Context: an optimization exercise on an open-source flow, tuned for small area and a short achievable clock period. The choices shown serve that exercise and are no tape-out recipe. Only simulation tests tie the RTL to the original design; equivalence was not proved. Power is estimated from default activity; no workload was simulated.

==> flow/design.v (excerpt) <==
module TOP_mod
(
 input  logic        clk_i, rst_ni,
 output logic [31:0] imem_addr_o,
 input  logic [31:0] imem_instr1_i, imem_instr2_i,
 output logic        dmem_we_o,
 output logic [1:0]  dmem_size_o,
 output logic [31:0] dmem_addr_o, dmem_wdata_o,
 input  logic [31:0] dmem_rdata_i,
 output logic        wbA_en_o, wbB_en_o,
 output logic [4:0]  wbA_rd_o, wbB_rd_o,
 output logic [31:0] wbA_data_o, wbB_data_o
);
Size: roughly 270 I/O pins.
clock: 11.0 ns
lec_check: 0
abc_area: 1
cap_margin: 20
cell_pad_in_sites_detail_placement: 1
cell_pad_in_sites_global_placement: 2
core_margin: 2
core_utilization: 22
place_density: 0.35
setup_slack_margin: 5
slew_margin: 20
synth_hierarchical: 1
standard.sh (not shown) runs the stock make flow with config.mk's settings and CLKGATE_MAP_FILE= SYNTH_SCRIPT=/design/flow/synth_recipe.tcl, a recipe that flattens the netlist after the stock synthesis.
==> flow/flow/run.sh <==
#!/bin/bash
set -euo pipefail
W=$(pwd)
{
  head -n 1 synth_recipe.tcl
  cat <<TCL
proc abc {args} {
  set i [lsearch -exact \$args -script]
  set a2 \$args
  lset a2 [expr {\$i + 1}] $W/flow/area.abc
  yosys abc {*}\$a2 rv_regfile rv_rfor rv_rfsel
  yosys abc {*}\$args TOP_mod rv_alu rv_add32 rv_cmp
}
proc extract_fa {args} { }
TCL
  tail -n +2 synth_recipe.tcl
} > own_synth.tcl
sed "s#SYNTH_SCRIPT=[^ ]*#SYNTH_SCRIPT=$W/own_synth.tcl#" standard.sh > own_standard.sh
bash own_standard.sh synth > synth.log 2>&1
bash standard.sh BUFFER_PORTS_ARGS="-buffer_cell sky130_fd_sc_hd__buf_1" SETUP_SLACK_MARGIN=6 finish > layout.log 2>&1
==> flow/flow/area.abc <==
&get -n
&st
&dch
&nf -R 1000 -a
&put
Then changed:
--- a/flow/flow/run.sh
+++ b/flow/flow/run.sh
@@ -1,3 +1,12 @@
 #!/bin/bash
+# Own flow: the standard layout (standard.sh), except for two changes to the
+# synthesis step, which is otherwise synth_recipe.tcl unchanged (same passes,
+# registers, flattening and renaming):
+#  - ABC maps the register file's modules (rv_regfile, rv_rfor, rv_rfsel) with
+#    flow/area.abc (area-oriented); the rest keeps ORFS's script;
+#  - Yosys's extract_fa is skipped, so the RTL's parallel-prefix adders and
+#    comparators are not turned back into ripple chains of full adders.
+# Each tool's output goes to a log file in the work folder (synth.log, layout.log;
+# ORFS's own per-step logs are under orfs/logs).
 set -euo pipefail
 W=$(pwd)
@@ -18,3 +27,3 @@
 sed "s#SYNTH_SCRIPT=[^ ]*#SYNTH_SCRIPT=$W/own_synth.tcl#" standard.sh > own_standard.sh
 bash own_standard.sh synth > synth.log 2>&1
-bash standard.sh BUFFER_PORTS_ARGS="-buffer_cell sky130_fd_sc_hd__buf_1" SETUP_SLACK_MARGIN=6 finish > layout.log 2>&1
+bash standard.sh > layout.log 2>&1
Result:
- synthesized cell count stays the same
- setup slack is worse by 0.38 ns
- maximum frequency fell by 6.4%
- sequential share of layout area rose by 0.14 points
Then changed:
--- a/flow/flow/run.sh
+++ b/flow/flow/run.sh
@@ -7,4 +7,7 @@
 #  - Yosys's extract_fa is skipped, so the RTL's parallel-prefix adders and
 #    comparators are not turned back into ripple chains of full adders.
+#  - the port buffers that placement inserts (as the standard flow does) are
+#    buf_1 cells instead of OpenROAD's default choice; the resizer upsizes
+#    them where timing needs it.
 # Each tool's output goes to a log file in the work folder (synth.log, layout.log;
 # ORFS's own per-step logs are under orfs/logs).
@@ -27,3 +30,3 @@
 sed "s#SYNTH_SCRIPT=[^ ]*#SYNTH_SCRIPT=$W/own_synth.tcl#" standard.sh > own_standard.sh
 bash own_standard.sh synth > synth.log 2>&1
-bash standard.sh > layout.log 2>&1
+bash standard.sh BUFFER_PORTS_ARGS="-buffer_cell sky130_fd_sc_hd__buf_1" finish > layout.log 2>&1
What happened: The new run went through all stages and came out clean; global-route usage rose by 0.24 points; total power fell by 0.88%; wire length rose by 0.72%.

port drivers added, routing unchanged:
The results above use ideal ports. As a check the final layouts listed here were re-extracted and re-timed, cells and wires unchanged. Step 1 (the two cells are an assumption about what drives the block):
set clk [get_ports {clk_i}]
set_driving_cell -lib_cell sky130_fd_sc_hd__clkbuf_16 $clk
set_driving_cell -lib_cell sky130_fd_sc_hd__buf_2 [delete_from_list [all_inputs] $clk]
Step 2 moves the port delays by t, midway between the first and last clock arrival at a register: inputs arrive t later, outputs are due t later. That takes back most of the time a late clock gives input paths. Three values: ideal ports, drivers, drivers and shift; two values: the first two.
| run | t (ns) | setup slack, ns | worst setup path at the end | worst slew at a driven data input, ns | pins driven straight from the clock port |
|---|---|---|---|---|---|
| the first run | 1.033 | 5.351 / 5.237 / 5.923 | input to register | 0.06 | 1 |
| the second run | 1.064 | 4.968 / 4.852 / 5.407 | register to register | 0.07 | 1 |
| the third run | 1.031 | 5.093 / 4.977 / 5.262 | register to register | 0.06 | 1 |
After both steps every run listed still meets setup and hold.
